This design comes from an exercise in tuning for small area, a short achievable clock period and few clock cycles on the open sky130 flow, not from production work.
The RTL was checked by simulation tests, not by an equivalence proof against the original design.
Power figures rest on the tool's default switching activity, not on a simulated workload.

==> flow/design.v <==
`timescale 1ns / 1ps
module ALU# (parameter WIDTH = 32)(input[WIDTH-1:0] a,
    input[WIDTH-1:0] b,
    output[WIDTH-1:0] Z,
    input[4:0] ALU_func
    );
wire [31:0] add_res, sub_res, and_res, or_res, xor_res, comp_res, shift_left_res,
            shift_right_log_res, shift_right_arith_res, add_4, sub_4;
wire slt_res,sgt_res,seq_res;
wire [31:0] nor_res;
wire [15:0] lui_res;
wire add_carry,add_4c;
wire [3:0] ALU;
wire [7:0] hamm_res;
assign ALU = ALU_func;
Adder_32 ADDER(add_res,add_carry,a,b,1'b0);
EightBitSubtractor SUB(a,b,sub_res);
AND_32 AND_inst(a,b,and_res);
OR_32 OR_inst(a,b,or_res);
XOR_32 XOR_inst(a,b,xor_res);
complementer COMP(comp_res,a);
left_shift_32bit sl(shift_left_res,a,{4'b0,b[0]});
logical_right_shift_32bit srl(shift_right_log_res,a,{4'b0,b[0]});
arithmetic_right_shift_32bit sra(shift_right_arith_res,a,{4'b0,b[0]});
Adder_32 ADDER_4(add_4,add_4c,a,32'd4,1'b0);
EightBitSubtractor Sub_4(a,32'd4,sub_4);
complementer COMP_nor(nor_res,or_res);
comparator_32 COMPARE(a,b,sgt_res,seq_res,slt_res);
HAMM_32bit h(hamm_res,a);
assign lui_res=a[31:16];
assign Z = (ALU_func == 5'b00000) ? add_res :                
       (ALU_func == 5'b00001) ? sub_res :                    
       (ALU_func == 5'b00010) ? and_res :                    
       (ALU_func == 5'b00011) ? or_res  :                    
       (ALU_func == 5'b00100) ? xor_res :                    
       (ALU_func == 5'b00101) ? nor_res :                    
       (ALU_func == 5'b00110) ? comp_res :                   
       (ALU_func == 5'b00111) ? shift_left_res  :            
       (ALU_func == 5'b01000) ? shift_right_log_res :        
       (ALU_func == 5'b01001) ? shift_right_arith_res :      
       (ALU_func == 5'b01010) ? add_4 :                      
       (ALU_func == 5'b01011) ? sub_4 :                      
       (ALU_func == 5'b01100) ? {31'b0,slt_res} :            
       (ALU_func == 5'b01101) ? {31'b0,sgt_res} :            
       (ALU_func == 5'b01110) ? {24'b0,hamm_res} :            
       (ALU_func == 5'b10001) ? {a} : 
       {ALU_func == 5'b10010} ? (b) :
       {ALU_func == 5'b10011} ? {16'b0,lui_res}    :
       {32'b0};
endmodule
`timescale 1ns / 1ps
module ALU_function(func,instr,AB_comp);
    output reg [4:0] func;
    input [31:0] instr;
    input [2:0] AB_comp;
    always @* begin 
        if(instr[31:27]==5'b00000) begin 
            if(instr[4:0]==5'b10000) begin 
                if(AB_comp[0]==1'b1)func=5'b10001;
                else func=5'b10010;
            end 
            else func=instr[4:0];
        end
        else begin 
            if(instr[31:27]<=5'b01010)func=instr[31:27]-1;
            else if(instr[31:27]<=5'b01100)func=instr[31:27]+1;
            else if(instr[31:27]==5'b01101)func=5'b10011;
            else if(instr[31:27]<=5'b10011)func=5'b00000;
            else if(instr[31:27]==5'b10100)func=5'b10001;
            else func=5'b01110;
        end
    end
endmodule
`timescale 1ns / 1ps
module AND # (parameter WIDTH = 8)(s,x,y);
    input[WIDTH-1:0] x,y;
    output [WIDTH-1:0] s;
    and(s[0],x[0],y[0]);
    and(s[1],x[1],y[1]);
    and(s[2],x[2],y[2]);
    and(s[3],x[3],y[3]);
    and(s[4],x[4],y[4]);
    and(s[5],x[5],y[5]);
    and(s[6],x[6],y[6]);
    and(s[7],x[7],y[7]);
endmodule
`timescale 1ns / 1ps
module AND_32 # (parameter WIDTH = 32) (input[WIDTH-1:0] x, 
    input[WIDTH-1:0] y,
    output[WIDTH-1:0] s
    );
    AND part1(s[7:0],x[7:0],y[7:0]);
    AND part2(s[15:8],x[15:8],y[15:8]);
    AND part3(s[23:16],x[23:16],y[23:16]);
    AND part4(s[31:24],x[31:24],y[31:24]);
endmodule
`timescale 1ns / 1ps
module Adder_32(s, cy32, x, y, cy_in);
    input [31:0] x, y;
    input cy_in;
    output [31:0] s;
    output cy32;
    wire cy_out;
    SixteenAdder lower_adder(s[15:0], cy_out, x[15:0], y[15:0], cy_in);
    SixteenAdder upper_adder(s[31:16], cy32, x[31:16], y[31:16], cy_out);
endmodule
`timescale 1ns / 1ps
module EightBitAdder(s, cy8, x, y, cy_in);
    input [7:0] x, y;
    input cy_in;
    output [7:0] s;
    output cy8;
    wire cy_out;
    FourBitAdder lower_adder(s[3:0], cy_out, x[3:0], y[3:0], cy_in);
    FourBitAdder upper_adder(s[7:4], cy8, x[7:4], y[7:4], cy_out);
endmodule
`timescale 1ns / 1ps
module EightBitSubtractor # (parameter WIDTH = 32) (
    input [WIDTH-1:0] x,   
    input [WIDTH-1:0] y,   
    output [WIDTH-1:0] s  
);
    wire [WIDTH-1:0] y_complement;  
    wire carry_out;  
    assign y_complement = ~y;
  wire tmp0;
  wire tmp1;
  assign tmp0=0;
  wire [WIDTH-1:0] partial;
    Adder_32 adder (
        .x(x),
        .y(y_complement),
      .cy_in(tmp0),  
      .s(partial),
        .cy32(carry_out)
    );
  wire [WIDTH-1:0] inp;
  assign inp=32'b1;
  Adder_32 adder1(s,carry_out,partial,inp,tmp0);
endmodule
`timescale 1ns / 1ps
module FourBitAdder(s, cy4, x, y, cy_in);
    input [3:0] x, y;
    input cy_in;
    output [3:0] s;
    output cy4;
    wire [2:0] cy_out;
    full_adder B0 (s[0],cy_out[0],x[0],y[0],cy_in);
    full_adder B1 (s[1],cy_out[1],x[1],y[1],cy_out[0]);
    full_adder B2 (s[2],cy_out[2],x[2],y[2],cy_out[1]);
    full_adder B3 (s[3],cy4,x[3],y[3],cy_out[2]);
endmodule
`timescale 1ns / 1ps
module HAMM(input[7:0] a,
    output [3:0] res
    );
    wire[3:0] s1,s2;
    assign s1[2]=0;
    assign s1[3]=0;
    assign s2[2]=0;
    assign s2[3]=0;
    full_adder FA1(s1[0],s1[1],a[7],a[6],a[5]);
    full_adder FA2(s2[0],s2[1],a[4],a[3],a[2]);
    wire[3:0] s3;
    wire cy;
    FourBitAdder F1(s3,cy,s1,s2,a[1]);
    wire[3:0] s4 = 4'b0;
    wire cy1;
    FourBitAdder F2(res,cy1,s3,s4,a[0]);
endmodule
`timescale 1ns / 1ps
module HAMM_32bit(res,in);
    input [31:0] in;
    output [7:0] res;
    wire [3:0] temp_res[3:0];
    HAMM h1(in[31:24],temp_res[0]);
    HAMM h2(in[23:16],temp_res[1]);
    HAMM h3(in[15:8],temp_res[2]);
    HAMM h4(in[7:0],temp_res[3]);
    wire cy[2:0];
    wire [7:0]partial_sum[1:0];
    EightBitAdder E0(partial_sum[0], cy[0], {4'b0,temp_res[0]}, {4'b0,temp_res[1]}, 1'b0);
    EightBitAdder E1(partial_sum[1], cy[1], {4'b0,temp_res[2]}, {4'b0,temp_res[3]}, 1'b0);
    EightBitAdder E(res,cy[2],partial_sum[0],partial_sum[1],1'b0);
endmodule
`timescale 1ns / 1ps
module IN_REG(input clk,
    input load_ir,
    input [31:0] inp_ins,
    output reg [31:0] out_ins
    );
    always @(posedge clk)
    begin
        if(load_ir) out_ins <= inp_ins;
        else out_ins <= out_ins;
    end
endmodule
`timescale 1ns / 1ps
module LMD(input clk,
    input lmd,
    input [31:0] d_in,
    output reg [31:0] d_out
    );
    always @(posedge clk)
    begin
        if(lmd) d_out <= d_in;
        else d_out <= d_out; 
    end
endmodule
`timescale 1ns / 1ps
module MUX(
    input [3:0] a,
    input [3:0] b,
    output [3:0] out,
    input sel
    );
    assign out = (sel == 1) ? a : b;
endmodule
`timescale 1ns / 1ps
module MUX1(
    input [31:0] a,
    input [31:0] b,
    output [31:0] out,
    input sel
    );
    assign out = (sel == 1) ? a : b;
endmodule
`timescale 1ns / 1ps
module MUX_2_to_1(out,sel,a);
    output out;
    input sel;
    input [1:0] a;
    wire t0,t1,tn;
    and A1(t1,a[1],sel);
    not N(tn,sel);
    and A0(t0,a[0],tn);
    or R(out,t0,t1);
endmodule
`timescale 1ns / 1ps
module MUX_4_to_1(out,sel,a);
    output out;
  	input [1:0] sel;
    input [3:0] a;
    wire [1:0] t;
    MUX_2_to_1 M0(t[0],sel[0],a[1:0]);
    MUX_2_to_1 M1(t[1],sel[0],a[3:2]);
    MUX_2_to_1 M(out,sel[1],t);
endmodule
`timescale 1ns / 1ps
module OR # (parameter WIDTH = 8)(s,x,y);
    input[WIDTH-1:0] x,y;
    output [WIDTH-1:0] s;
    or(s[0],x[0],y[0]);
    or(s[1],x[1],y[1]);
    or(s[2],x[2],y[2]);
    or(s[3],x[3],y[3]);
    or(s[4],x[4],y[4]);
    or(s[5],x[5],y[5]);
    or(s[6],x[6],y[6]);
    or(s[7],x[7],y[7]);
endmodule
`timescale 1ns / 1ps
module OR_32 #(parameter WIDTH = 32) (input[WIDTH-1:0] x, 
    input[WIDTH-1:0] y,
    output[WIDTH-1:0] s
    );
    OR part1(s[7:0],x[7:0],y[7:0]);
    OR part2(s[15:8],x[15:8],y[15:8]);
    OR part3(s[23:16],x[23:16],y[23:16]);
    OR part4(s[31:24],x[31:24],y[31:24]);
endmodule
`timescale 1ns / 1ps
module PC(input clk,
    input LoadPC,
    input [31:0] npc,
    input resetPC,
    output reg [31:0] pc
    );
    always @(posedge clk) 
    begin 
        if(resetPC) pc <= 32'b0;
        else if(LoadPC) pc <= npc;
    end 
endmodule
`timescale 1ns / 1ps
module RB(out1,out2,rs,rt,rd,in1,clk,read,enable,write,reset_all,out);
    input [3:0] rs;
    input [3:0] rt;
    input [3:0] rd;
    input clk;
    input [31:0] in1;
    input read,enable,write,reset_all;
    output reg [31:0] out1;
    output reg [31:0] out2;
    output [15:0] out;
    reg [31:0] R[15:0];
    assign out = {R[4][7:0],R[3][7:0]};
    always @(negedge clk) begin
      if(read && enable) 
      begin
            out1<=R[rs];
            out2<=R[rt];
       end        
    end
    always @(posedge clk) begin
    if(reset_all) begin
        R[0] <= 32'b0;
        R[1] <= 32'b0;
        R[2] <= 32'b0;
        R[3] <= 32'b0;
        R[4] <= 32'b0;
        R[5] <= 32'b0;
        R[6] <= 32'b0;
        R[7] <= 32'b0;
        R[8] <= 32'b0;
        R[9] <= 32'b0;
        R[14] <= 32'b0;
      end
    else if(write && enable) begin
            R[rd]<=in1;
        end
    end 
endmodule
`timescale 1ns / 1ps
module SixteenAdder(s, cy16, x, y, cy_in);
    input [15:0] x, y;
    input cy_in;
    output [15:0] s;
    output cy16;
    wire cy_out;
    EightBitAdder lower_adder(s[7:0], cy_out, x[7:0], y[7:0], cy_in);
    EightBitAdder upper_adder(s[15:8], cy16, x[15:8], y[15:8], cy_out);
endmodule
`timescale 1ns / 1ps
module XOR # (parameter WIDTH = 8)(s,x,y);
    input[WIDTH-1:0] x,y;
    output [WIDTH-1:0] s;
    xor(s[0],x[0],y[0]);
    xor(s[1],x[1],y[1]);
    xor(s[2],x[2],y[2]);
    xor(s[3],x[3],y[3]);
    xor(s[4],x[4],y[4]);
    xor(s[5],x[5],y[5]);
    xor(s[6],x[6],y[6]);
    xor(s[7],x[7],y[7]);
endmodule
`timescale 1ns / 1ps
module XOR_32#(parameter WIDTH = 32) (input[WIDTH-1:0] x, 
    input[WIDTH-1:0] y,
    output[WIDTH-1:0] s
    );
    XOR part1(s[7:0],x[7:0],y[7:0]);
    XOR part2(s[15:8],x[15:8],y[15:8]);
    XOR part3(s[23:16],x[23:16],y[23:16]);
    XOR part4(s[31:24],x[31:24],y[31:24]);
endmodule
`timescale 1ns / 1ps
module arithmetic_right_shift_32bit(out,a,b);
    input [31:0] a;
    input [4:0] b;
    output [31:0] out;
    assign out = $signed(a) >>> b;
endmodule
`timescale 1ns / 1ps
module comparator_32 (
    input [31:0] A,
    input [31:0] B,
    output reg A_gt_B,
    output reg A_eq_B,
    output reg A_lt_B
);
    always @* begin 
        if(A[31]!=B[31]) begin 
            A_eq_B=0;
            A_lt_B=A[31];
            A_gt_B=B[31];
        end
        else if(A[31]==1) begin 
            A_eq_B=(A==B);
            A_lt_B=(A>B);
            A_gt_B=(A<B);
        end
        else begin
            A_eq_B=(A==B);
            A_lt_B=(A<B);
            A_gt_B=(A>B);
        end
    end
endmodule
`timescale 1ns / 1ps
module complementer # (parameter WIDTH = 32)(output[WIDTH-1:0] y,
    input[WIDTH-1:0] x
    );
    assign y = ~x;
endmodule
`timescale 1ns / 1ps
module control_path(LoadIR,LoadPC,ResetPC,EN1,EN,R,W,Src1,Src2,func,SelComp,SelSignal,SelPC,EN2,WEA2,LoadLMD,WriteData,WritePort,isBranch,instr,AB_comp,reset_all,HALT_button,clk,halted);
    output reg LoadPC,ResetPC,EN1,LoadIR,EN,R,W,Src1,Src2;
    output [4:0] func;
    output reg SelComp;
    output reg [1:0] SelSignal;
    output reg SelPC, EN2,WEA2,LoadLMD;
    output reg WriteData,WritePort,isBranch;input [2:0] AB_comp; 
    input [31:0]instr;
    input reset_all,HALT_button,clk;
    output halted;
    wire run;
    wire [3:0] time_step, index;
    wire final_reset; 
    reg reset_SD; 
    step_decoder SD(time_step,final_reset,run,clk);
    instruction_decoder ID(index,instr);
    ALU_function F(func,instr,AB_comp);
    assign run=(((time_step==4'd3)&&(index==4'd10)&&(HALT_button==1'b0))?1'b0:1'b1);
    assign final_reset=(reset_all||reset_SD);
    assign halted=(time_step==4'd3)&&(index==4'd10);
    always @* begin
        LoadPC=1'b0;ResetPC=reset_all;EN1=1'b0;LoadIR=1'b0;EN=1'b0;R=1'b0;W=1'b0;Src1=1'b0;Src2=1'b0;SelComp=1'b0;EN2=1'b0;WEA2=1'b0;LoadLMD=1'b0;WritePort=1'b0;WriteData=1'b0;isBranch=1'b0;SelSignal=2'b00;SelPC=1'b0;reset_SD=1'b1;
        if(time_step<=4'd2)begin 
            LoadPC=1'b0;ResetPC=reset_all;EN1=1'b1;LoadIR=1'b1;
            EN=1'b0;R=1'b0;W=1'b0;Src1=1'b0;
            Src2=1'b0;SelComp=1'b0;EN2=1'b0;WEA2=1'b0;
            LoadLMD=1'b0;WritePort=1'b0;WriteData=1'b0;
            isBranch=1'b0;SelSignal=2'b00;SelPC=1'b0;
            reset_SD=1'b0;
        end
        else begin
            if(index==4'd1) begin 
                if(time_step==4'd3) begin 
                    LoadPC=1'b1;ResetPC=reset_all;EN1=1'b0;
                    LoadIR=1'b0;EN=1'b1;R=1'b0;W=1'b1;Src1=1'b1;Src2=1'b1;
                    SelComp=1'b0;EN2=1'b0;WEA2=1'b0;LoadLMD=1'b0;
                    WritePort=1'b0;WriteData=1'b0;isBranch=1'b1;SelSignal=2'b00;
                    SelPC=1'b1;reset_SD=1'b1; 
                end
                else begin
                    LoadPC=1'b0;ResetPC=reset_all;EN1=1'b0;LoadIR=1'b0;EN=1'b0;R=1'b0;W=1'b0;Src1=1'b0;Src2=1'b0;SelComp=1'b0;EN2=1'b0;WEA2=1'b0;LoadLMD=1'b0;WritePort=1'b0;WriteData=1'b0;isBranch=1'b0;SelSignal=2'b00;SelPC=1'b0;reset_SD=1'b1; 
                end
            end
            else if(index==4'd2) begin
                if(time_step==4'd3) begin 
                    LoadPC=1'b1;ResetPC=reset_all;EN1=1'b0;
                    LoadIR=1'b0;EN=1'b1;R=1'b1;
                    W=1'b1;Src1=1'b1;Src2=1'b1;SelComp=1'b0;EN2=1'b0;
                    WEA2=1'b0;LoadLMD=1'b0;WritePort=1'b0;
                    WriteData=1'b0;isBranch=1'b1;SelSignal=2'b01;
                    SelPC=1'b0;reset_SD=1'b1; 
                end
                else begin
                    LoadPC=1'b0;ResetPC=reset_all;EN1=1'b0;LoadIR=1'b0;EN=1'b0;R=1'b0;W=1'b0;Src1=1'b0;Src2=1'b0;SelComp=1'b0;EN2=1'b0;WEA2=1'b0;LoadLMD=1'b0;WritePort=1'b0;WriteData=1'b0;isBranch=1'b0;SelSignal=2'b00;SelPC=1'b0;reset_SD=1'b1; 
                end
            end
            else if(index==4'd3) begin
                if(time_step==4'd3) begin 
                    LoadPC=1'b1;ResetPC=reset_all;EN1=1'b0;LoadIR=1'b0;                    
                    EN=1'b1;R=1'b1;W=1'b1;Src1=1'b1;
                    Src2=1'b1;SelComp=1'b0;EN2=1'b0;WEA2=1'b0;LoadLMD=1'b0;WritePort=1'b0;
                    WriteData=1'b0;isBranch=1'b1;SelSignal=2'b11;
                    SelPC=1'b0;reset_SD=1'b1; 
                end
                else begin
                    LoadPC=1'b0;ResetPC=reset_all;EN1=1'b0;LoadIR=1'b0;EN=1'b0;R=1'b0;W=1'b0;Src1=1'b0;Src2=1'b0;SelComp=1'b0;EN2=1'b0;WEA2=1'b0;LoadLMD=1'b0;WritePort=1'b0;WriteData=1'b0;isBranch=1'b0;SelSignal=2'b00;SelPC=1'b0;reset_SD=1'b1; 
                end
            end
            else if(index==4'd4) begin
                if(time_step==4'd3) begin 
                    LoadPC=1'b1;ResetPC=reset_all;EN1=1'b0;LoadIR=1'b0;                    
                    EN=1'b1;R=1'b1;W=1'b1;Src1=1'b1;
                    Src2=1'b1;SelComp=1'b0;EN2=1'b0;
                    WEA2=1'b0;LoadLMD=1'b0;WritePort=1'b0;
                    WriteData=1'b0;isBranch=1'b1;
                    SelSignal=2'b10;SelPC=1'b0;
                    reset_SD=1'b1; 
                end
                else begin
                    LoadPC=1'b0;ResetPC=reset_all;EN1=1'b0;LoadIR=1'b0;EN=1'b0;R=1'b0;W=1'b0;Src1=1'b0;Src2=1'b0;SelComp=1'b0;EN2=1'b0;WEA2=1'b0;LoadLMD=1'b0;WritePort=1'b0;WriteData=1'b0;isBranch=1'b0;SelSignal=2'b00;SelPC=1'b0;reset_SD=1'b1; 
                end
            end
            else if(index==4'd5) begin
                if(time_step<=4'd5) begin 
                    LoadPC=1'b0;ResetPC=reset_all;EN1=1'b0;
                    LoadIR=1'b0;EN=1'b1;R=1'b1;W=1'b0;Src1=1'b0;
                    Src2=1'b1;SelComp=1'b0;EN2=1'b1;WEA2=1'b0;
                    LoadLMD=1'b1;WritePort=1'b0;WriteData=1'b0;isBranch=1'b1;
                    SelSignal=2'b10;SelPC=1'b0;reset_SD=1'b0; 
                end
                else if(time_step==4'd6) begin 
                    LoadPC=1'b1;ResetPC=reset_all;EN1=1'b0;
                    LoadIR=1'b0;EN=1'b1;R=1'b0;W=1'b1;Src1=1'b0;
                    Src2=1'b1;SelComp=1'b0;EN2=1'b0;
                    WEA2=1'b0;LoadLMD=1'b0;WritePort=1'b1;
                    WriteData=1'b1;isBranch=1'b0;SelSignal=2'b00;
                    SelPC=1'b0;reset_SD=1'b1; 
                end
                else begin
                    LoadPC=1'b0;ResetPC=reset_all;EN1=1'b0;LoadIR=1'b0;EN=1'b0;R=1'b0;W=1'b0;Src1=1'b0;Src2=1'b0;SelComp=1'b0;EN2=1'b0;WEA2=1'b0;LoadLMD=1'b0;WritePort=1'b0;WriteData=1'b0;isBranch=1'b0;SelSignal=2'b00;SelPC=1'b0;reset_SD=1'b1; 
                end
            end
            if(index==4'd6) begin 
                if(time_step==4'd3) begin 
                    LoadPC=1'b1;ResetPC=reset_all;EN1=1'b0;LoadIR=1'b0;
                    EN=1'b1;R=1'b1;W=1'b0;
                    Src1=1'b0;Src2=1'b1;SelComp=1'b0;EN2=1'b1;
                    WEA2=1'b1;LoadLMD=1'b0;WritePort=1'b0;
                    WriteData=1'b0;isBranch=1'b0;SelSignal=2'b00;
                    SelPC=1'b0;reset_SD=1'b0; 
                end
                else if(time_step==4'd4) begin 
                    LoadPC=1'b0;ResetPC=reset_all;EN1=1'b0;
                    LoadIR=1'b0;EN=1'b1;R=1'b1;W=1'b0;
                    Src1=1'b0;Src2=1'b1;SelComp=1'b0;EN2=1'b1;
                    WEA2=1'b1;LoadLMD=1'b0;WritePort=1'b0;
                    WriteData=1'b0;isBranch=1'b0;SelSignal=2'b00;
                    SelPC=1'b0;reset_SD=1'b1; 
                end
                else begin
                    LoadPC=1'b0;ResetPC=reset_all;EN1=1'b0;LoadIR=1'b0;EN=1'b0;R=1'b0;W=1'b0;Src1=1'b0;Src2=1'b0;SelComp=1'b0;EN2=1'b0;WEA2=1'b0;LoadLMD=1'b0;WritePort=1'b0;WriteData=1'b0;isBranch=1'b0;SelSignal=2'b00;SelPC=1'b0;reset_SD=1'b1; 
                end
            end
            if(index==4'd7) begin 
                if(time_step==4'd3) begin 
                    LoadPC=1'b1;ResetPC=reset_all;EN1=1'b0;
                    LoadIR=1'b0;EN=1'b1;R=1'b1;W=1'b1;
                    Src1=1'b0;Src2=1'b0;SelComp=1'b1;EN2=1'b0;WEA2=1'b0;
                    LoadLMD=1'b0;WritePort=1'b0;
                    WriteData=1'b0;isBranch=1'b0;SelSignal=2'b00;
                    SelPC=1'b0;reset_SD=1'b1; 
                end
                else begin
                    LoadPC=1'b0;ResetPC=reset_all;EN1=1'b0;LoadIR=1'b0;EN=1'b0;R=1'b0;W=1'b0;Src1=1'b0;Src2=1'b0;SelComp=1'b0;EN2=1'b0;WEA2=1'b0;LoadLMD=1'b0;WritePort=1'b0;WriteData=1'b0;isBranch=1'b0;SelSignal=2'b00;SelPC=1'b0;reset_SD=1'b1; 
                end
            end
            if(index==4'd8) begin 
                if(time_step==4'd3) begin 
                    LoadPC=1'b1;ResetPC=reset_all;EN1=1'b0;LoadIR=1'b0;
                    EN=1'b1;R=1'b1;W=1'b1;Src1=1'b0;
                    Src2=1'b0;SelComp=1'b1;EN2=1'b0;WEA2=1'b0;
                    LoadLMD=1'b0; WritePort=1'b0;WriteData=1'b0;isBranch=1'b0;
                    SelSignal=2'b00;SelPC=1'b0;reset_SD=1'b1; 
                end
                else begin
                    LoadPC=1'b0;ResetPC=reset_all;EN1=1'b0;LoadIR=1'b0;EN=1'b0;R=1'b0;W=1'b0;Src1=1'b0;Src2=1'b0;SelComp=1'b0;EN2=1'b0;WEA2=1'b0;LoadLMD=1'b0;WritePort=1'b0;WriteData=1'b0;isBranch=1'b0;SelSignal=2'b00;SelPC=1'b0;reset_SD=1'b1; 
                end
            end
            if(index==4'd9) begin 
                if(time_step==4'd3) begin 
                    LoadPC=1'b1;ResetPC=reset_all;EN1=1'b0;
                    LoadIR=1'b0;EN=1'b1;R=1'b1;
                    W=1'b1;Src1=1'b0;Src2=1'b1;SelComp=1'b1;
                    EN2=1'b0;WEA2=1'b0;LoadLMD=1'b0;WritePort=1'b1;
                    WriteData=1'b0;isBranch=1'b0;
                    SelSignal=2'b00;SelPC=1'b0;reset_SD=1'b1; 
                end
                else begin
                    LoadPC=1'b0;ResetPC=reset_all;EN1=1'b0;LoadIR=1'b0;EN=1'b0;R=1'b0;W=1'b0;Src1=1'b0;Src2=1'b0;SelComp=1'b0;EN2=1'b0;WEA2=1'b0;LoadLMD=1'b0;WritePort=1'b0;WriteData=1'b0;isBranch=1'b0;SelSignal=2'b00;SelPC=1'b0;reset_SD=1'b1; 
                end
            end
            if(index==4'd10) begin 
                if(HALT_button) begin reset_SD=1'b1;LoadPC=1'b1;ResetPC=reset_all;EN1=1'b0;LoadIR=1'b0;EN=1'b0;R=1'b0;W=1'b0;Src1=1'b0;Src2=1'b0;SelComp=1'b0;EN2=1'b0;WEA2=1'b0;LoadLMD=1'b0;WritePort=1'b0;WriteData=1'b0;isBranch=1'b0;SelSignal=2'b00;SelPC=1'b0; end
                else begin reset_SD=1'b0;LoadPC=1'b0;ResetPC=reset_all;EN1=1'b0;LoadIR=1'b0;EN=1'b0;R=1'b0;W=1'b0;Src1=1'b0;Src2=1'b0;SelComp=1'b0;EN2=1'b0;WEA2=1'b0;LoadLMD=1'b0;WritePort=1'b0;WriteData=1'b0;isBranch=1'b0;SelSignal=2'b00;SelPC=1'b0; end
            end
            if(index==4'd11) begin 
                if(time_step==4'd3) begin 
                    LoadPC=1'b0;ResetPC=reset_all;EN1=1'b0;LoadIR=1'b0;
                    EN=1'b0;R=1'b0;W=1'b0;Src1=1'b0;
                    Src2=1'b0;SelComp=1'b0;EN2=1'b0;
                    WEA2=1'b0;LoadLMD=1'b0;WritePort=1'b0;WriteData=1'b0;
                    isBranch=1'b0;SelSignal=2'b00;SelPC=1'b0;reset_SD=1'b1; 
                end
                else begin
                    LoadPC=1'b0;ResetPC=reset_all;EN1=1'b0;LoadIR=1'b0;EN=1'b0;R=1'b0;W=1'b0;Src1=1'b0;Src2=1'b0;SelComp=1'b0;EN2=1'b0;WEA2=1'b0;LoadLMD=1'b0;WritePort=1'b0;WriteData=1'b0;isBranch=1'b0;SelSignal=2'b00;SelPC=1'b0;reset_SD=1'b1; 
                end
            end
            if(index==4'd12) begin 
                if(time_step==4'd3) begin 
                    LoadPC=1'b1;ResetPC=reset_all;EN1=1'b0;
                    LoadIR=1'b0;EN=1'b1;R=1'b1;W=1'b0;
                    Src1=1'b0;Src2=1'b0;SelComp=1'b0;EN2=1'b0;
                    WEA2=1'b0;LoadLMD=1'b0;WritePort=1'b0;
                    WriteData=1'b0;isBranch=1'b0;SelSignal=2'b00;SelPC=1'b1;
                    reset_SD=1'b1; 
                end
                else begin
                    LoadPC=1'b0;ResetPC=reset_all;EN1=1'b0;LoadIR=1'b0;EN=1'b0;R=1'b0;W=1'b0;Src1=1'b0;Src2=1'b0;SelComp=1'b0;EN2=1'b0;WEA2=1'b0;LoadLMD=1'b0;WritePort=1'b0;WriteData=1'b0;isBranch=1'b0;SelSignal=2'b00;SelPC=1'b0;reset_SD=1'b1; 
                end
            end
        end
    end
endmodule
`timescale 1ns / 1ps
module data_path(
    input clk,en,read,write,
    input writeport,writedata,src1,src2,
    input ld_lmd,en_data_mem,wri_data_mem,
    input en_ins_mem,
    input [4:0] alu_func,
    input selcomp,
    input [1:0] selsig,
    input selPC,ld_pc,resetPC,reset_all, load_ir,
    input isbranch,
    output [31:0] out_ins,
    output [2:0] comp_res,
    output [15:0] out,
    output imem_en,
    output [10:0] imem_addr,
    input  [31:0] imem_rdata,
    output dmem_en,
    output dmem_we,
    output [10:0] dmem_addr,
    output [31:0] dmem_wdata,
    input  [31:0] dmem_rdata
    );
    wire [31:0] a,b;
    wire [3:0] rs,rt,rd;
    wire [3:0] m1_out;
    wire [31:0] m4_out,m2_out,m3_out,m7_out;
    wire [31:0] npc;
    wire [31:0] Z;
    wire [18:0] imm;
    wire [31:0] se_out, d_out, mux4_in, comp_in1, blue_out;
    wire [3:0]  yell_out;
    wire [31:0] instruction, pc;
    wire cout;    
    assign rs = instruction[26:23];
    assign rt = instruction[22:19];
    assign rd = instruction[18:15];
    assign imm = instruction[18:0];
    Adder_32 A1(npc,cout,pc,32'd1,1'b0);
    MUX M1(rt,rd,m1_out,writeport);
    MUX YELL_MUX(4'd15,m1_out,yell_out,isbranch);
    MUX1 M2(npc,a,m2_out,src1);
    RB rb(a,b,rs,rt,yell_out,blue_out,clk,read,en,write,reset_all,out);
    sign_ext SE(imm,se_out);
    ALU alu(m2_out,m3_out,Z,alu_func);
    MUX1 M3(se_out,b,m3_out,src2); 
    assign dmem_en = en_data_mem;
    assign dmem_we = wri_data_mem;
    assign dmem_addr = Z[10:0];
    assign dmem_wdata = b;
    assign d_out = dmem_rdata;
    LMD lmd(clk,ld_lmd,d_out,mux4_in);
    MUX1 M4(mux4_in,Z,m4_out,writedata);
    MUX1 BLUE_MUX(npc,m4_out,blue_out,isbranch);
    MUX1 M5(b,32'b0,comp_in1,selcomp);
    comparator_32 COMP(a,comp_in1,comp_res[2],comp_res[1],comp_res[0]);
    wire [3:0] temp = {comp_res[2],comp_res[1],comp_res[0],selPC};
    MUX_4_to_1 M6(m7_sel,selsig,temp);                
    MUX1 M7(Z,npc,m7_out,m7_sel);
    PC pc1(clk,ld_pc,m7_out,resetPC,pc);
    assign imem_en = en_ins_mem;
    assign imem_addr = pc[10:0];
    assign instruction = imem_rdata;
    IN_REG in_reg(clk,load_ir,instruction,out_ins); 
endmodule
`timescale 1ns / 1ps
module full_adder(S, Cy, A, B, C);
  input A, B, C;
  output S, Cy;
  wire S1, C1, C2;
  half_adder HA1 (S1, C1, A, B);
  half_adder HA2 (S, C2, S1, C);
  or g3 (Cy, C1, C2);
endmodule
`timescale 1ns / 1ps
module half_adder(S,Cy,A,B);
	input A,B;
	output S,Cy;
	xor g1 (S, A, B);
	and g2 (Cy, A, B); 
endmodule
`timescale 1ns / 1ps
module instruction_decoder(index,instr);
    output reg [3:0] index;
    input [31:0] instr;
    always @* begin 
        if(instr[31:27]==5'b00000) begin 
            if(instr[4:0]==5'b10000)index=4'd7;
            else index=4'd8;
        end
        else begin 
            if((instr[31:27]<=5'b01101)|| (instr[31:27]==5'b10101))index=4'd9;
            else if(instr[31:27]==5'b10110)index=4'd10;
            else if(instr[31:27]==5'b10111)index=4'd11;
            else if(instr[31:27]==5'b10100)index=4'd12;
            else if(instr[31:27]>=5'b10000)index=instr[31:27]-15;
            else if(instr[31:27]==5'b01110)index=4'd5;
            else index=4'd6;
        end
    end
endmodule
`timescale 1ns / 1ps
module left_shift_32bit(out,a,b);
    input [31:0] a;
    input [4:0] b;
    output [31:0] out;
    assign out = a << b;
endmodule
`timescale 1ns / 1ps
module logical_right_shift_32bit(out,a,b);
    input [31:0] a;
    input [4:0] b;
    output [31:0] out;
    assign out = a >> b;
endmodule
`timescale 1ns / 1ps
module sign_ext(input [18:0] imm,
    output [31:0] out
    );
    assign out = {{13{imm[18]}},imm};
endmodule
`timescale 1ns / 1ps
module step_decoder(out,reset,run,clk);
input reset,clk,run;
output reg [3:0]out;
always @(posedge clk) begin
   if(reset)out<=4'd0;
   else if(run) out<=out+1;
   else out<=out;
end
endmodule
`timescale 1ns / 1ps
module mips32_core(
    input clk,
    input reset_all,
    input HALT,
    output [15:0] out,
    output halted,
    output imem_en,
    output [10:0] imem_addr,
    input  [31:0] imem_rdata,
    output dmem_en,
    output dmem_we,
    output [10:0] dmem_addr,
    output [31:0] dmem_wdata,
    input  [31:0] dmem_rdata
    );
    reg [31:0] R [0:15];
    reg [31:0] pc;       
    reg        irv;      
    reg        mv;       
    reg [10:0] fa;       
    reg        fen;      
    reg        hlt;      
    reg        l1v;      
    reg [3:0]  l1r;      
    reg        l2v;      
    reg [3:0]  l2r;      
    reg        den, dwe;
    reg        rq;       
    reg [10:0] dad;
    reg [31:0] dwd;
    assign out = {R[4][7:0], R[3][7:0]};
    assign halted = hlt;
    assign imem_en = fen;
    assign imem_addr = fa;
    assign dmem_en = den;
    assign dmem_we = dwe;
    assign dmem_addr = dad;
    assign dmem_wdata = dwd;
    reg [4:0]  op;
    reg [18:0] imm19;
    reg [15:0] rso, rto;
    reg [3:0]  xa;
    reg        q_r, q_br, q_inv, q_four;     
    wire c_r   = q_r;
    wire c_ld  = (op == 5'd14);
    wire c_st  = (op == 5'd15);
    wire c_br  = q_br;
    wire c_ret = (op == 5'd20);
    wire c_hlt = (op == 5'd22);
    wire c_bal = (op == 5'd16);
    wire c_bmi = (op == 5'd17);
    wire c_bpl = (op == 5'd18);
    wire c_bz  = (op == 5'd19);
    function [4:0] fnof(input [4:0] o, input [4:0] f);
        case (o)
            5'd0:  fnof = f;
            5'd1:  fnof = 5'd0;
            5'd2:  fnof = 5'd1;
            5'd3:  fnof = 5'd2;
            5'd4:  fnof = 5'd3;
            5'd5:  fnof = 5'd4;
            5'd6:  fnof = 5'd5;
            5'd7:  fnof = 5'd6;
            5'd8:  fnof = 5'd7;
            5'd9:  fnof = 5'd8;
            5'd10: fnof = 5'd9;
            5'd11: fnof = 5'd12;
            5'd12: fnof = 5'd13;
            5'd13: fnof = 5'd19;
            5'd21: fnof = 5'd14;
            default: fnof = 5'd31;
        endcase
    endfunction
    wire [4:0] fn = fnof(op, imm19[4:0]);
    wire [4:0] nfn = fnof(imem_rdata[31:27], imem_rdata[4:0]);
    wire c_wr = c_br | c_r | (fn != 5'd31);
    reg c_inv, c_four, c_sum, c_shl, c_shr, c_sra, c_lt, c_gt, c_ham, c_lui, c_cmov;
    reg [3:0] c_tt;      
    always @* begin
        c_inv = 1'b0; c_four = 1'b0; c_sum = 1'b0; c_shl = 1'b0; c_shr = 1'b0; c_sra = 1'b0;
        c_lt = 1'b0; c_gt = 1'b0; c_ham = 1'b0; c_lui = 1'b0; c_cmov = 1'b0; c_tt = 4'b0000;
        case (fn)
            5'd0:  c_sum = 1'b1;
            5'd1:  begin c_sum = 1'b1; c_inv = 1'b1; end
            5'd2:  c_tt = 4'b1000;
            5'd3:  c_tt = 4'b1110;
            5'd4:  c_tt = 4'b0110;
            5'd5:  c_tt = 4'b0001;
            5'd6:  c_tt = 4'b0011;
            5'd7:  c_shl = 1'b1;
            5'd8:  c_shr = 1'b1;
            5'd9:  begin c_shr = 1'b1; c_sra = 1'b1; end
            5'd10: begin c_sum = 1'b1; c_four = 1'b1; end
            5'd11: begin c_sum = 1'b1; c_four = 1'b1; c_inv = 1'b1; end
            5'd12: begin c_lt = 1'b1; c_inv = 1'b1; end
            5'd13: begin c_gt = 1'b1; c_inv = 1'b1; end
            5'd14: c_ham = 1'b1;
            5'd16: begin c_cmov = 1'b1; c_inv = 1'b1; end
            5'd17: c_tt = 4'b1100;
            5'd18: c_tt = 4'b1010;
            5'd19: c_lui = 1'b1;
            default: ;
        endcase
    end
    wire busy = (l2v && c_wr) || hlt;
    wire hz   = (l1v && (rso[l1r] || ((c_r || c_st) && rto[l1r]) || c_hlt)) ||
                (l2v && (rso[l2r] || ((c_r || c_st) && rto[l2r])));
    wire ex   = irv && !busy && !hz;
    reg  [31:0] A, B;
    integer q;
    always @* begin
        A = 32'd0; B = 32'd0;
        for (q = 0; q < 16; q = q + 1) begin
            A = A | (R[q] & {32{rso[q]}});
            B = B | (R[q] & {32{rto[q]}});
        end
    end
    wire [31:0] imm = {{13{imm19[18]}}, imm19};
    wire [31:0] B2  = c_r ? B : imm;
    wire [31:0] ax = c_br ? pc : A;
    wire [31:0] bx = q_four ? 32'd4 : B2;
    wire [32:0] sum = {1'b0, ax} + {1'b0, q_inv ? ~bx : bx} + {32'd0, q_inv | c_br};
    wire cout = sum[32];
    function [2:0] ucmp(input [31:0] a, input [31:0] b);
        reg [31:0] g, l, e;
        reg [31:0] g2, l2, e2;
        integer i, n;
        begin
            g = a & ~b; l = ~a & b; e = ~(a ^ b);
            for (n = 16; n >= 1; n = n / 2) begin
                g2 = 32'd0; l2 = 32'd0; e2 = 32'd0;
                for (i = 0; i < n; i = i + 1) begin
                    g2[i] = g[2*i+1] | (e[2*i+1] & g[2*i]);
                    l2[i] = l[2*i+1] | (e[2*i+1] & l[2*i]);
                    e2[i] = e[2*i+1] & e[2*i];
                end
                g = g2; l = l2; e = e2;
            end
            ucmp = {g[0], l[0], e[0]};
        end
    endfunction
    wire [2:0] uc = ucmp(A, B2);
    wire ugt = uc[2];                
    wire ult = uc[1];                
    wire sd  = A[31] ^ B2[31];
    wire lt  = sd ? A[31]  : (A[31] ? ugt : ult);
    wire gt  = sd ? B2[31] : (A[31] ? ult : ugt);
    function [2:0] pc4(input [3:0] x);
        case (x)
            4'h0: pc4 = 3'd0; 4'h1, 4'h2, 4'h4, 4'h8: pc4 = 3'd1;
            4'h7, 4'hb, 4'hd, 4'he: pc4 = 3'd3; 4'hf: pc4 = 3'd4;
            default: pc4 = 3'd2;
        endcase
    endfunction
    wire [3:0] h3 [0:3];
    wire [4:0] h4 [0:1];
    genvar gh;
    generate
        for (gh = 0; gh < 4; gh = gh + 1) begin : hl3
            assign h3[gh] = {1'b0, pc4(A[8*gh+3:8*gh])} + {1'b0, pc4(A[8*gh+7:8*gh+4])};
        end
        for (gh = 0; gh < 2; gh = gh + 1) begin : hl4
            assign h4[gh] = {1'b0, h3[2*gh]} + {1'b0, h3[2*gh+1]};
        end
    endgenerate
    wire [5:0] ham = {1'b0, h4[0]} + {1'b0, h4[1]};
    wire sh   = B2[0];
    wire s_a  = (c_shl | c_shr) & ~sh;
    wire s_sl = c_shl & sh;
    wire s_sr = c_shr & sh;
    wire msb  = c_sra & A[31];
    reg [31:0] res;
    integer j;
    always @* begin
        for (j = 0; j < 32; j = j + 1)
            res[j] = (A[j] ? (B2[j] ? c_tt[3] : c_tt[2]) : (B2[j] ? c_tt[1] : c_tt[0])) |
                     (c_sum & sum[j]) | (s_a & A[j]) |
                     (c_cmov & (lt ? A[j] : B2[j])) |
                     (s_sl & ((j == 0) ? 1'b0 : A[(j + 31) % 32])) |
                     (s_sr & ((j == 31) ? msb : A[(j + 1) % 32])) |
                     (c_lui & ((j < 16) ? A[(j + 16) % 32] : 1'b0)) |
                     (c_ham & ((j < 6) ? ham[j % 6] : 1'b0)) |
                     ((j == 0) & ((c_lt & lt) | (c_gt & gt)));
    end
    wire [31:0] pc1 = pc + 32'd1;
    wire az = (A == 32'd0);
    wire taken = c_bal | (c_bmi & A[31]) | (c_bpl & ~A[31] & ~az) | (c_bz & az);
    wire redirect = ex && (taken || c_ret);
    wire [31:0] target = c_ret ? A : sum[31:0];
    wire        xw  = ex && c_wr;
    wire        wen = l2v || xw;
    wire [3:0]  wa  = l2v ? l2r : xa;
    wire s_ld  = l2v & ~rq;
    wire s_br  = ~l2v & c_br & ~rq;
    wire s_alu = ~l2v & ~c_br & ~rq;
    wire [31:0] wd  = ({32{s_ld}} & dmem_rdata) | ({32{s_br}} & pc1) | ({32{s_alu}} & res);
    wire adv  = !irv || ex;           
    wire lost = fen && mv && !adv;    
    wire jump = ex && (taken || c_ret);
    wire pj = jump & ~rq;
    wire px = ex & ~jump & ~rq;
    wire fr = redirect & ~rq;
    wire fl = ~redirect & lost & ~rq;
    wire fi = ~redirect & ~lost & fen & ~rq;
    wire hlt_n = hlt ? !HALT : (ex && c_hlt);
    wire l2v_n = l1v && !(xw && (xa == l1r));    
    wire mv_n  = !redirect && !lost && (fen || (mv && !adv));
    wire irv_n = !redirect && (adv ? mv : irv);
    wire [4:0] nop_ = imem_rdata[31:27];
    wire nwr = adv ? ((nop_ <= 5'd13) || (nop_[4:2] == 3'b100) || (nop_ == 5'd21)) : c_wr;
    wire busy_n = (l2v_n && nwr) || hlt_n;
    always @(posedge clk) begin
        if (rq || jump || ex)
            pc <= ({32{pj}} & target) | ({32{px}} & pc1);
        if (rq || redirect || lost || fen)
            fa <= ({11{fr}} & target[10:0]) | ({11{fl}} & (fa - 11'd1)) | ({11{fi}} & (fa + 11'd1));
        rq <= reset_all;
        if (reset_all || rq) begin
            irv <= 1'b0; mv <= 1'b0; fen <= 1'b1;
            hlt <= 1'b0; l1v <= 1'b0; l2v <= 1'b0; den <= 1'b0;
        end else begin
            mv <= mv_n;
            irv <= irv_n;
            fen <= !(busy_n && irv_n && mv_n);
            hlt <= hlt_n;
            l1v <= ex && c_ld;
            l2v <= l2v_n;
            den <= ex && (c_ld || c_st);
        end
        if (adv) begin
            op <= imem_rdata[31:27];
            q_r <= (imem_rdata[31:27] == 5'd0);
            q_br <= (imem_rdata[31:29] == 3'b100);
            q_inv <= (nfn == 5'd1) || (nfn == 5'd11);
            q_four <= (nfn == 5'd10) || (nfn == 5'd11);
            imm19 <= imem_rdata[18:0];
            rso <= 16'd1 << imem_rdata[26:23];
            rto <= 16'd1 << imem_rdata[22:19];
            xa <= (imem_rdata[31:27] == 5'd0) ? imem_rdata[18:15] : ((imem_rdata[31:29] == 3'b100) ? 4'd15 : imem_rdata[22:19]);
        end
        l1r <= xa;
        l2r <= l1r;
        dwe <= c_st;
        dad <= sum[10:0];
        dwd <= B;
    end
    genvar g;
    generate for (g = 0; g < 16; g = g + 1) begin : rf
        if (g <= 9 || g == 14) begin : z
            always @(posedge clk)
                if (rq || (wen && wa == g)) R[g] <= wd;
        end else begin : n
            always @(posedge clk)
                if (wen && wa == g) R[g] <= wd;
        end
    end endgenerate
endmodule
==> flow/flow/run.sh <==
#!/bin/bash
# The standard layout, with two changes after synthesis (which runs
# unchanged): the port buffers are buf_4 cells rather than the default
# delay-buffer cells, and the resizer may not use the clkdlybuf4s* /
# dlymetal6s* delay cells when it buffers nets.
set -o pipefail
bash standard.sh synth > synth.log 2>&1 || exit 1
export BUFFER_PORTS_ARGS="-buffer_cell sky130_fd_sc_hd__buf_4"
export DONT_USE_CELLS="sky130_fd_sc_hd__clkdlybuf4s15_1 sky130_fd_sc_hd__clkdlybuf4s15_2 sky130_fd_sc_hd__clkdlybuf4s18_1 sky130_fd_sc_hd__clkdlybuf4s18_2 sky130_fd_sc_hd__clkdlybuf4s25_1 sky130_fd_sc_hd__clkdlybuf4s25_2 sky130_fd_sc_hd__clkdlybuf4s50_1 sky130_fd_sc_hd__clkdlybuf4s50_2 sky130_fd_sc_hd__dlymetal6s2s_1 sky130_fd_sc_hd__dlymetal6s4s_1 sky130_fd_sc_hd__dlymetal6s6s_1"
bash standard.sh finish > layout.log 2>&1
==> flow/standard.sh <==
#!/bin/bash
# synth_recipe.tcl (not shown) runs the flow's synth.tcl, then flattens the netlist and writes it again
# the make line also repeats each setting of config.mk as NAME=value (left out here)
make -C /OpenROAD-flow-scripts/flow DESIGN_CONFIG=/design/flow/config.mk WORK_HOME=/design/flow/orfs CLKGATE_MAP_FILE= SYNTH_SCRIPT=/design/flow/synth_recipe.tcl "${@:-finish}"
==> flow/config.mk <==
export PLATFORM = sky130hd
export DESIGN_NAME = mips32_core
export DESIGN_NICKNAME = mips32_core
export VERILOG_FILES = /design/flow/design.v
export SDC_FILE = /design/flow/constraint.sdc
export NUM_CORES = 4
export LEC_CHECK = 0
export CAP_MARGIN = 20
export CORE_MARGIN = 2
export CORE_UTILIZATION = 65
export SLEW_MARGIN = 70
==> flow/constraint.sdc <==
create_clock -name core_clock -period 34.0 [get_ports {clk}]
set_input_delay 6.8000 -clock core_clock [delete_from_list [all_inputs] [get_ports {clk}]]
set_output_delay 6.8000 -clock core_clock [all_outputs]
set_load 0.01 [all_outputs]
==> reports/metrics.cfg, run 1 <==
[critical_path]
critPathBufInv=1
cp_max_fo=3
critPathTopFamily=flip-flops
cpMaxStageDelayCell=edfxtp_1
critPathKind=reg2out
arrival_ns=1.37
crit_required_ns=27.20
critPathLaunchType=register
cp_cell_sequence=buf_4
slowest_delay_ns=0.53
endpoint_kind=output pin

[floorplan]
die_y_um=245
die_w_um=245
rows=88
die_area_mm2=0.0602
initial_core_util_pct=65.7
io_pins=141
core_area_mm2=0.0577

[global_routing]
antenna_found_initial=5
grt_pass1_wl_um=219000
track_usage_pct=50.2
overflow=0
grt_max_degree=38
grt_pass1_vias=33187

[yosys]
ys_types=87
synth_edf_count=619
avgSynthCellArea_um2=11.1
synth_area_leaders=edfxtp_1 (49%), a22oi_1 (6.1%), ha_1 (4.4%), dfxtp_1 (3.2%), a221oi_1 (2.8%)
seq_area_frac_synth_pct=52.2
netlist_area_mm2=0.0379
synth_most_common_cell=edfxtp_1
postSynth.asyncResetShare_pct=0
syn-instance-count=3415
synth_common_cells=edfxtp_1 (619), a22oi_1 (310), nor2_1 (227), inv_1 (182), nand2_1 (177)
synth_top_area_share_pct=49.1
syn_nets=3634
yosys.area.top_type=edfxtp_1
yosysWarnings=2
dominantRegCellSynth=edfxtp_1
synth_seq_cells=679

[placed_design]
dpl.hpwl_um=95200
numPortBuffers=140
gp_congestion=1.06

[timing]
clock.fmax_ghz=0.122
maxSlewViolCount=0
worst_pin_slew_ns=0.514
setup_viol=0
min_period_over_period_pct=24.0
timing_hold_violations_final=0
fin_crit_ns=8.17
maxSlewHeadroom_pct=65.7
setup_tns_ns=0
fin_worst_skew_ns=0.0330
rsz0062_at_grt=no

[drt]
wire_per_inst_um=35.4
drtIter0Drc=6535
drc=0
vias=34184
ant_nets=0
wl_um=154000
dr.pass1.iters=12
viasPerCell=7.84

[clock_network]
clock_sinks=679
cts_setup_buffers=0
cts_resized=0
h-tree-depth=3
cts_buffer_depth=3
insertion_delay_ns=0.64
clk_pin_slew_ns=0.06
cts_root_buf=clkbuf_16
cts_buffers=71
ctsHoldBuffers=0
cts_tree=done

[hold_path]
min_path_type=reg2reg

[finish]
fillers=3763
multi_input_area_mm2=0.0170
drive_gt1_share_pct=16.3
finalNetCount=3754
regArea_mm2=0.0198
area_growth_pct=14.5

[power_and_ir_drop]
ir_drop_uv=98.2
pwr_density_cell_mw_per_mm2=68.8
total_power_uw=2990
leakage_uw=0.0167

[job]
cap_violations=0

[outcome]
outcome=timing/DRC/antenna clean

[report_power, final]
part           internal (uW)  switching (uW)  leakage [uW]  total, uW
sequential              1030            62.5       0.00679       1100
combinational            399             712       0.00878       1110
clock                    437             343       0.00110        780
[layer usage]
layer	vias to the layer above	GRT usage (%)	part of all wire, %
met3	1102	18.2	18
met5	-	0	0.027
met4	4	33.9	9.2
met2	3602	71.8	41
li1	13538	-	-
met1	15938	64.1	32
[cell usage in the layout, fill, tap and decap left out, types with 20 or more instances in the layout]
cell / instances
mux2i_1: 75
nand2b_1: 20
nand2_1: 174
a21oi_1: 126
xor2_1: 49
a221oi_1: 120
ha_1: 133
a22o_1: 111
edfxtp_1: 619
buf_2: 22
inv_1: 181
nand4_1: 64
dfxtp_1: 57
clkbuf_1: 21
a31oi_1: 33
and3_1: 32
clkbuf_16: 71
a21o_1: 53
or3_1: 23
a22oi_1: 310
nor2_1: 214
xnor2_1: 56
nor3_1: 53
buf_8: 44
nand3_1: 89
o21ai_0: 106
buf_4: 210
o22ai_1: 41
[cell families (layout without fill, tap and decap cells)]
kind of cell	after synthesis	in the layout	share of synthesized area [%]
XOR/XNOR	113	113	2.61
AO/OA/AOI/OAI	1118	1118	21.5
adder cells (fa/ha/maj)	152	152	5.40
other	0	1	0
AND/OR/NAND/NOR	812	812	10.6
buffers and inverters	447	625	5.05
flip-flops	679	679	52.2
multiplexers	94	94	2.67
[stage by stage]
| step | instance area, um^2 | util [%] | hold slack, ns | instances | setup slack [ns] |
|---|---|---|---|---|---|
| floorplan | 37900 | - | 0.329 | 3415 | 25.64 |
| global placement | 39600 | 68.7 | 0.387 | 4172 | 25.42 |
| finish | 43400 | 75.2 | 0.403 | 4359 | 25.83 |
| global route | 43400 | 75.2 | 0.409 | 4359 | 25.84 |
| CTS | 43200 | 74.8 | 0.403 | 4351 | 25.85 |
| detailed placement | 40900 | 70.8 | 0.390 | 4220 | 25.53 |
[registers in the layout (all words and copies together) (netlist names), 4 cells and up]
signal / count
R: 512
dad: 11
dwd: 32
fa: 11
imm19: 19
l1r: 4
l2r: 4
op: 5
pc: 32
rso: 16
rto: 16
xa: 4
[worst paths after layout]
path / startpoint / end / slack, ns / cells after the start
hold reg to reg: l1r[0] / l2r[0] / 0.40 / 0
setup / recovery: R[3][7] / out[7] / 25.83 / 1
hold / removal: l1r[0] / l2r[0] / 0.40 / 0
setup reg to reg: rso[13] / R[12][3] / 27.23 / 21
[layout make-up]
cell class / instances / share of cell area (%)
Sequential cell: 679 / 45.6
Antenna cell: 1 / 0.00577
Clock buffer: 95 / 4.37
Inverter: 185 / 1.61
Multi-Input combinational cell: 2289 / 39.1
Clock inverter: 36 / 0.894
Tap cell: 765 / 2.21
Timing Repair Buffer: 309 / 6.15
Testbench counts, summed over its fixed seeds: cycles 56,485.
==> run 2: changes to the inputs <==
--- a/flow/config.mk
+++ b/flow/config.mk
@@ -8,4 +8,6 @@
 export CAP_MARGIN = 20
 export CORE_MARGIN = 2
 export CORE_UTILIZATION = 65
+export CTS_CLUSTER_DIAMETER = 60
+export CTS_CLUSTER_SIZE = 30
 export SLEW_MARGIN = 70
==> run 2 against run 1 <==
  * Still clean on timing, DRC and antenna
  * Global-route usage decreased by 0.55 points
  * Cell count down 1.0%
  * Power is 5.0% lower
  * Clock-buffer cell count decreased by 47
  * Via count is 1.4% lower
  * Sequential power about the same
  * Utilization down 0.97 points
  * Combinational power barely moved
  * First-iteration DRC count is 1.8% lower
  * Maximum frequency down 0.65%
==> reports/metrics.cfg, run 2 <==
[drt]
drc=0  ; unchanged
dr_wl_met2_um=62900  ; -0.67%
vias=33711  ; -1.4%
viasPerCell=7.81  ; -0.38%
drtIter0Drc=6419  ; -1.8%
met1_length_um=49300  ; -1.1%
met3_length_um=26400  ; -2.6%
ant_nets=0  ; unchanged
wl_um=153000  ; -1.2%
dr.pass1.iters=9  ; -3
wire_per_inst_um=35.4  ; -0.20%
top_layer_used=met5

[yosys]
syn_nets=3634  ; unchanged
synth_common_cells=edfxtp_1 (619), a22oi_1 (310), nor2_1 (227), inv_1 (182), nand2_1 (177)
synth_top_area_share_pct=49.1  ; unchanged
postSynth.asyncResetShare_pct=0  ; unchanged
synth_seq_cells=679  ; unchanged
syn-instance-count=3415  ; unchanged
dominantRegCellSynth=edfxtp_1
yosysWarnings=2  ; unchanged
avgSynthCellArea_um2=11.1  ; unchanged
yosys.area.top_type=edfxtp_1
synth_most_common_cell=edfxtp_1
synth_area_leaders=edfxtp_1 (49%), a22oi_1 (6.1%), ha_1 (4.4%), dfxtp_1 (3.2%), a221oi_1 (2.8%)
ys_types=87  ; unchanged
synth_edf_count=619  ; unchanged
netlist_area_mm2=0.0379  ; unchanged
seq_area_frac_synth_pct=52.2  ; unchanged

[global_routing]
grt_pass1_vias=32720  ; -1.4%
antenna_found_initial=5  ; unchanged
grt_max_degree=38  ; unchanged
grt_pass1_wl_um=216000  ; -1.3%
overflow=0  ; unchanged
track_usage_pct=49.7  ; -0.55 points

[outcome]
outcome=timing/DRC/antenna clean

[floorplan]
die_y_um=245  ; unchanged
io_pins=141  ; unchanged
rows=88  ; unchanged
initial_core_util_pct=65.7  ; unchanged
die_area_mm2=0.0602  ; unchanged
core_area_mm2=0.0577  ; unchanged
die_w_um=245  ; unchanged

[critical_path]
crit_required_ns=27.20  ; about the same
crit_cells=1  ; unchanged
critPathKind=reg2out
critPathLaunchType=register
endpoint_kind=output pin
cpMaxStageDelayCell=edfxtp_1
crit_end=out[6]
r2r-end=R[4][4]
cp_cell_sequence=buf_4
critPathBufInv=1  ; unchanged
r2r_start=rso[0]
slowest_delay_ns=0.55  ; +0.02 ns
r2r_setup_slack_ns=27.29  ; +0.06 ns
critPathTopFamily=flip-flops
cp_max_fo=3  ; unchanged
crit_start=R[3][6]
arrival_ns=1.42  ; +0.05 ns
worst-r2r-cell-count=20  ; -4.8%

[finish]
final_cell_mix=edfxtp_1 (619), a22oi_1 (310), nor2_1 (214), buf_4 (211), inv_1 (181)
final_common_cell=edfxtp_1
largest_reg_flops=512  ; unchanged
finalNetCount=3730  ; -0.64%
fillers=3865  ; +2.7%
drive_gt1_share_pct=15.8  ; -0.47 points
largestRegisters=R (512), dwd (32), pc (32)
area_growth_pct=13.1
regMostFlops=R

[hold_path]
min_path_type=reg2reg
worstHoldStart=l1r[0]

[placed_design]
numPortBuffers=140  ; unchanged
gp_congestion=1.06  ; unchanged
dpl.hpwl_um=95200  ; unchanged

[clock_network]
cts_setup_buffers=0  ; unchanged
h-tree-depth=2  ; -1
cts_resized=0  ; unchanged
clk_pin_slew_ns=0.11  ; +0.05 ns
cts_tree=done
cts_buffer_depth=3  ; unchanged
cts_root_buf=clkbuf_16
ctsHoldBuffers=0  ; unchanged
clock_sinks=679  ; unchanged
cts_buffers=45  ; -37%
insertion_delay_ns=0.67  ; +0.03 ns

[timing]
fin_crit_ns=8.22  ; +0.0534 ns
rsz0062_at_grt=no
setup_tns_ns=0  ; unchanged
setup_viol=0  ; unchanged
maxSlewHeadroom_pct=65.8  ; about the same
maxSlewViolCount=0  ; unchanged
clock.fmax_ghz=0.122  ; -0.65%
worst_pin_slew_ns=0.513  ; -0.000929 ns
timing_hold_violations_final=0  ; unchanged
min_period_over_period_pct=24.2  ; +0.16 points
fin_worst_skew_ns=0.0466  ; +0.0136 ns
holdWs_ns=0.406  ; +0.00287 ns

[power_and_ir_drop]
total_power_uw=2840  ; -5.0%
ir_drop_uv=96.2  ; -2.1%
pwr_density_cell_mw_per_mm2=66.3  ; -3.7%
leakage_uw=0.0164  ; -1.6%

[job]
cap_violations=0  ; unchanged

run 2: cell types whose count changed in the layout (fill, tap and decap cells not counted), sizes merged:
cell | previous run | this run
clkinvlp | 6 | 0
inv | 188 | 200
clkinv | 22 | 19
bufinv | 5 | 2
clkbuf | 95 | 50
diode | 1 | 2
run 2: final cells by class:
| cell class | count | area, um^2 | area share [%] |
|---|---|---|---|
| sequential | 679 | 19800 | 46.2 |
| multi-input combinational | 2289 | 17000 | 39.6 |
| timing repair buffer | 311 | 2680 | 6.27 |
| clock buffer | 48 | 1150 | 2.68 |
| tap | 765 | 957 | 2.23 |
| inverter | 185 | 697 | 1.63 |
| clock inverter | 36 | 579 | 1.35 |
| antenna | 2 | 5.00 | 0.0117 |
run 2: per-stage QoR:
stage          instance area, um^2  instances  worst slack [ns]  util (%)
2_1_floorplan                37900       3415             25.64         -
3_3_place_gp                 39600       4172             25.42      68.7
3_5_place_dp                 40900       4220             25.53      70.8
4_1_cts                      42600       4304             25.81      73.8
5_1_grt                      42800       4314             25.79      74.2
6_report                     42800       4315             25.78      74.2
run 2: where the power goes:
part / switching, uW / total [uW] / internal [uW] / leakage (uW)
registers: 61.5 / 1090 / 1030 / 0.00679
clock network: 350 / 640 / 290 / 0.000827
logic: 706 / 1110 / 399 / 0.00878
total: 1120 / 2840 / 1720 / 0.0164
run 2: worst min-delay path by stage:
| stage | to | slack [ns] | cells past startpoint |
|---|---|---|---|
| 3_3_place_gp | l2r[0] | 0.39 | 0 |
| 4_1_cts | l2r[0] | 0.41 | 0 |
| 6_report | l2r[0] | 0.41 | 0 |
| 5_1_grt | l2r[0] | 0.41 | 0 |
| 2_1_floorplan | l2r[1] | 0.33 | 0 |
| 3_5_place_dp | l2r[0] | 0.39 | 0 |
run 2: layer usage:
| layer | up-vias | track usage [%] |
|---|---|---|
| li1 | 13469 | - |
| met1 | 15734 | 63.2 |
| met2 | 3498 | 71.2 |
| met3 | 1008 | 17.3 |
| met4 | 2 | 34.6 |
| met5 | - | 0 |
run 2: logic make-up after synthesis:
kind of cell	count (synthesis)	share of synthesized area, %
flip-flops	679	52.2
adder cells (fa/ha/maj)	152	5.40
XOR/XNOR	113	2.61
AND/OR/NAND/NOR	812	10.6
buffers and inverters	447	5.05
multiplexers	94	2.67
AO/OA/AOI/OAI	1118	21.5

[static timing again, ports no longer ideal]
How much do the figures lean on ideal ports? The routed layouts below were timed once more, with nothing changed but the port constraints.
Step 1: set_driving_cell puts a clkbuf_16 on clk and a buf_2 on each other input, an assumption about the parent block.
Step 2 also shifts input and output timing later by t, the mid clock arrival at the registers, as if the neighbouring blocks saw the same clock.
Three values: no drivers, after step 1, after step 2; two values: the first two.
run	t, ns	setup slack, ns	worst slew at a driven data input, ns
run 1	0.691	25.829 / 25.765 / 25.500	0.08
run 2	0.711	25.776 / 25.710 / 25.530	0.08
After both steps setup and hold are still met in every run listed. For run 1, which loses most, drivers alone change the setup slack by -0.064 ns; drivers and shift together by -0.329 ns.
